What follows belongs to an exercise in optimizing a design on an open flow for small area; a production flow would make more cautious choices.
Function was checked by simulation only, so behaviour that the tests miss may differ from the original.
No driver is modelled on the clock port, so clock power and skew are understated where the tree is cut down; a real chip needs a root buffer or a tree.
Power and IR drop assume default switching activity.

==> module KFSDRAM, before the edit <==
module KFSDRAM (
    input   logic               sdram_clock,
    input   logic               sdram_reset,
    input   logic   [24:0]      address,
    input   logic   [9:0]       access_num,
    input   logic   [15:0]      data_in,
    output  logic   [15:0]      data_out,
    input   logic               write_request,
    input   logic               read_request,
    output  logic               write_flag,
    output  logic               read_flag,
    output  logic               idle,
    output  logic   [12:0]      sdram_address,
    output  logic               sdram_cke,
    output  logic               sdram_cs,
    output  logic               sdram_ras,
    output  logic               sdram_cas,
    output  logic               sdram_we,
    output  logic   [1:0]       sdram_ba,
    input   logic   [15:0]      sdram_dq_in,
    output  logic   [15:0]      sdram_dq_out,
    output  logic               sdram_dq_io
);
    localparam logic [3:0] P_R    = 4'b0000;
    localparam logic [3:0] P_INIT = 4'b0001;
    localparam logic [3:0] P_SEQI = 4'b0011;
    localparam logic [3:0] P_IDLE = 4'b0010;
    localparam logic [9:0] LF_CLR  = 10'b0010111100;
    localparam logic [9:0] LF_INIT = 10'b0011110101;
    logic   [3:0]   ph;
    logic   [3:0]   ph_n;
    logic   [9:0]   k;
    logic   [9:0]   kp;
    logic   [9:0]   lf;
    logic   [15:0]  dq;
    logic   pR, pINIT, pSEQI, pIDLE, pSEQF, pSEQ, pCMD, pTAIL, tw;
    logic   tail_pre, tail_end, idl, req, ones9, due, last, cbr, act, wcmd, adv;
    logic   [9:0]   col;
    assign pR    = (ph == P_R);
    assign pINIT = (ph == P_INIT);
    assign pSEQI = (ph == P_SEQI);
    assign pIDLE = (ph == P_IDLE);
    assign pSEQF = ph[3] & ~ph[1] & ~ph[0];
    assign pSEQ  = ph[3] & ~ph[1] &  ph[0];
    assign pCMD  = ph[3] &  ph[1] &  ph[0];
    assign pTAIL = ph[3] &  ph[1] & ~ph[0];
    assign tw    = ph[2];
    assign tail_pre = pTAIL & k[2] & k[0];
    assign tail_end = pTAIL & k[2] & k[1];
    assign idl  = pIDLE | tail_end;
    assign req  = write_request | read_request | due;
    assign ones9 = &lf[8:0];
    assign due  = lf[9] & ones9;
    logic   [10:0]  ic;
    assign ic[0] = ~pINIT | due;
    for (genvar i = 0; i < 10; i++) begin : g_inc
        assign kp[i]    = k[i] ^ ic[i];
        assign ic[i+1]  = k[i] & ic[i];
    end
    assign last = (kp == access_num);
    assign cbr  = (pSEQI & ((k[3:0] == 4'd2) | (k[3:0] == 4'd7)))
                | (pSEQF & k[0] & ~k[1]);
    assign act  = pSEQ & k[0] & ~k[1] & ~k[2];
    assign wcmd = pCMD & tw;
    logic step, go, rest;
    assign step = pR | (pINIT & due & k[3] & k[1]) | (pSEQI & k[3] & k[2])
                | (pSEQ & k[2] & k[1]) | (pCMD & last);
    assign go   = idl & req;
    assign rest = (idl & ~req) | (pSEQF & k[2]);
    assign adv  = step | idl | (pSEQF & k[2]);
    always_comb begin
        ph_n = ph;
        if (step)
            ph_n[1:0] = {ph[0], ~ph[1]};
        if (go)
            ph_n = {1'b1, write_request, 1'b0, write_request | read_request};
        if (rest)
            ph_n = P_IDLE;
    end
    always_ff @(posedge sdram_clock, posedge sdram_reset) begin
        if (sdram_reset)
            ph <= P_R;
        else
            ph <= ph_n;
    end
    always_ff @(posedge sdram_clock) begin
        k <= adv ? {8'd0, wcmd, wcmd} : kp;
        if (pR | cbr)
            lf <= LF_CLR;
        else if (pINIT & due)
            lf <= LF_INIT;
        else
            lf <= {lf[8:0], ~(lf[9] ^ lf[6]) | ones9};
        dq <= data_in;
    end
    always_ff @(posedge sdram_clock, posedge sdram_reset) begin
        if (sdram_reset)
            data_out <= 16'd0;
        else
            data_out <= sdram_dq_in;
    end
    logic   [10:0]  cy;
    assign cy[0] = 1'b0;
    for (genvar i = 0; i < 10; i++) begin : g_col
        assign col[i]   = address[i] ^ k[i] ^ cy[i];
        assign cy[i+1]  = (address[i] & k[i]) | (address[i] & cy[i]) | (k[i] & cy[i]);
    end
    always_comb begin
        sdram_address = 13'd0;
        if (act)
            sdram_address = address[22:10];
        else if (pCMD)
            sdram_address[9:0] = col;
        else if (pSEQI & (k[3] & k[2]))
            sdram_address[9:0] = 10'h030;
        if ((pSEQI & (k[3:1] == 3'd0)) | tail_pre | tail_end)
            sdram_address[10] = 1'b1;
    end
    assign sdram_ba     = (act | pCMD) ? address[24:23] : 2'd0;
    assign sdram_cke    = ~pR;
    assign sdram_cs     = pR;
    assign sdram_ras    = ~((pSEQI & ((k[3:0] == 4'd0) | (k[3] & k[2]))) | cbr | act | tail_pre);
    assign sdram_cas    = ~(cbr | (pSEQI & k[3] & k[2]) | pCMD);
    assign sdram_we     = ~((pSEQI & ((k[3:0] == 4'd0) | (k[3] & k[2]))) | wcmd | tail_pre);
    assign sdram_dq_io  = ~wcmd;
    assign sdram_dq_out = dq & {16{wcmd}};
    assign idle         = idl;
    assign write_flag   = tw & ((pSEQ & k[2] & k[1]) | (pCMD & ~last));
    assign read_flag    = ~tw & ((pCMD & (|k[9:2]))
                               | (pTAIL & ~k[2] & ((|access_num[9:2])
                                                  | (k[1] & access_num[1])
                                                  | ((k[1] | access_num[1]) & k[0] & access_num[0]))));
endmodule
==> flow/config.mk <==
export PLATFORM = sky130hd
export DESIGN_NAME = KFSDRAM
export DESIGN_NICKNAME = KFSDRAM
export VERILOG_FILES = /design/flow/design.v
export SDC_FILE = /design/flow/constraint.sdc
export NUM_CORES = 4
export LEC_CHECK = 0
export CAP_MARGIN = 20
export CORE_MARGIN = 2
export CORE_UTILIZATION = 40
export SLEW_MARGIN = 20
==> flow/constraint.sdc <==
create_clock -name core_clock -period 10.0 [get_ports {sdram_clock}]
set_input_delay 2.0000 -clock core_clock [delete_from_list [all_inputs] [get_ports {sdram_clock}]]
set_output_delay 2.0000 -clock core_clock [all_outputs]
set_load 0.01 [all_outputs]
standard.sh (not shown) runs the stock make flow with config.mk's settings and CLKGATE_MAP_FILE= SYNTH_SCRIPT=/design/flow/synth_recipe.tcl, a recipe that flattens the netlist after the stock synthesis.
==> flow/flow/run.sh <==
#!/bin/bash
# The standard layout (standard.sh, ORFS steps unchanged) with these changes:
#  - synthesis: the standard flow's synthesis script (flow/synth_wrap.tcl sources it); at ORFS's ABC step,
#    full adders that extract_fa left with inverted inputs are flipped (flow/fa_flip.py, same
#    function) and ABC maps the combinational logic with flow/abc.script (area-oriented)
#    instead of ORFS's speed script;
#  - every I/O port still gets its own buffer, but the smallest buffer cell (buf_1);
#  - clock tree: flow/cts_hook.tcl (sourced by ORFS as PRE_CTS_TCL) replaces TritonCTS with
#    one leaf buffer per group of at most CTS_GROUP nearby flip-flops, each sized for the
#    clock slew, driven by the clock port (through a root buffer if more than 4 groups).
# All tool output goes to flow_make.log here (ORFS keeps per-step logs under orfs/logs).
set -euo pipefail
W="$(pwd)"
orig=$(grep -o 'SYNTH_SCRIPT=[^ ]*' standard.sh | head -1 | cut -d= -f2)
export FLOW_SYNTH_SCRIPT="$orig"
export MY_ABC_SCRIPT="$W/flow/abc.script"
export MY_FAFLIP="$W/flow/fa_flip.py"
sed "s|SYNTH_SCRIPT=[^ ]*|SYNTH_SCRIPT=$W/flow/synth_wrap.tcl|" standard.sh > my_standard.sh
export BUFFER_PORTS_ARGS="-buffer_cell sky130_fd_sc_hd__buf_1"
export PRE_CTS_TCL="$W/flow/cts_hook.tcl"
export CTS_GROUP=14
bash my_standard.sh > flow_make.log 2>&1
Other scripts of this flow, unchanged in this note and not shown: flow/flow/abc.script, flow/flow/cts_hook.tcl, flow/flow/fa_flip.py, flow/flow/synth_wrap.tcl
Next try:
--- a/flow/design.v
+++ b/flow/design.v
@@ -25,9 +25,9 @@
     localparam logic [3:0] P_INIT = 4'b0001;
     localparam logic [3:0] P_SEQI = 4'b0011;
     localparam logic [3:0] P_IDLE = 4'b0010;
     localparam logic [9:0] LF_CLR  = 10'b0010111100;
-    localparam logic [9:0] LF_INIT = 10'b0011110101;
+    localparam logic [9:0] LF_INIT = 10'b0011010110;
     logic   [3:0]   ph;
     logic   [3:0]   ph_n;
     logic   [9:0]   k;
     logic   [9:0]   kp;
@@ -44,10 +44,10 @@
     assign pSEQ  = ph[3] & ~ph[1] &  ph[0];
     assign pCMD  = ph[3] &  ph[1] &  ph[0];
     assign pTAIL = ph[3] &  ph[1] & ~ph[0];
     assign tw    = ph[2];
-    assign tail_pre = pTAIL & k[2] & k[0];
-    assign tail_end = pTAIL & k[2] & k[1];
+    assign tail_pre = pTAIL & (tw ? (k[1] & ~k[0]) : (k[2] & k[0]));
+    assign tail_end = pTAIL & (tw ? (k[1] &  k[0]) : (k[2] & k[1]));
     assign idl  = pIDLE | tail_end;
     assign req  = write_request | read_request | due;
     assign ones9 = &lf[8:0];
     assign due  = lf[9] & ones9;
@@ -62,9 +62,9 @@
                 | (pSEQF & k[0] & ~k[1]);
     assign act  = pSEQ & k[0] & ~k[1] & ~k[2];
     assign wcmd = pCMD & tw;
     logic step, go, rest;
-    assign step = pR | (pINIT & due & k[3] & k[1]) | (pSEQI & k[3] & k[2])
+    assign step = pR | (pINIT & due & k[3] & k[2] & k[0]) | (pSEQI & k[3] & k[2])
                 | (pSEQ & k[2] & k[1]) | (pCMD & last);
     assign go   = idl & req;
     assign rest = (idl & ~req) | (pSEQF & k[2]);
     assign adv  = step | idl | (pSEQF & k[2]);
@@ -83,13 +83,13 @@
         else
             ph <= ph_n;
     end
     always_ff @(posedge sdram_clock) begin
-        k <= adv ? {8'd0, wcmd, wcmd} : kp;
-        if (pR | cbr)
+        k <= adv ? 10'd0 : kp;
+        if (pR)
+            lf <= LF_INIT;
+        else if (cbr | (pINIT & due))
             lf <= LF_CLR;
-        else if (pINIT & due)
-            lf <= LF_INIT;
         else
             lf <= {lf[8:0], ~(lf[9] ^ lf[6]) | ones9};
         dq <= data_in;
     end
The changed run finished clean.
Combinational power grows by about 1%.
First-iteration DRC count grows by 66%.
Final area grows by about 0.8%.
Core utilization grows by 0.12 points.
Fmax hardly moves.
No run of this note takes its clock network from TritonCTS; it comes from the design's own scripts or RTL.

-- afterwards: timing with drivers on the ports --
The flow's constraints put no driver on any port. The routed layouts listed below were extracted and timed again, unchanged, in two steps.
Step 1 (the two cells are an assumption about what drives the block):
set clk [get_ports {sdram_clock}]
set_driving_cell -lib_cell sky130_fd_sc_hd__clkbuf_16 $clk
set_driving_cell -lib_cell sky130_fd_sc_hd__buf_2 [delete_from_list [all_inputs] $clk]
Step 2, shift: input delay + t, output delay - t, t = (earliest + latest rising clock arrival at the registers) / 2. This alone moves slack from input paths to output paths.
Three values: ideal ports, drivers, drivers and shift; two values: the first two.
run	shift t [ns]	slack for setup (ns)	hold slack, ns	worst setup path after step 2	cell pins on the clock port's net
the first run	0.200	2.036 / 2.011 / 2.011	0.449 / 0.449 / 0.449	input to output	4
the second run	0.202	2.013 / 1.993 / 1.993	0.460 / 0.460 / 0.460	input to output	4
After both steps setup and hold are still met in every run listed. For the first run, which loses most, drivers alone change the setup slack by -0.025 ns; drivers and shift together by -0.025 ns.
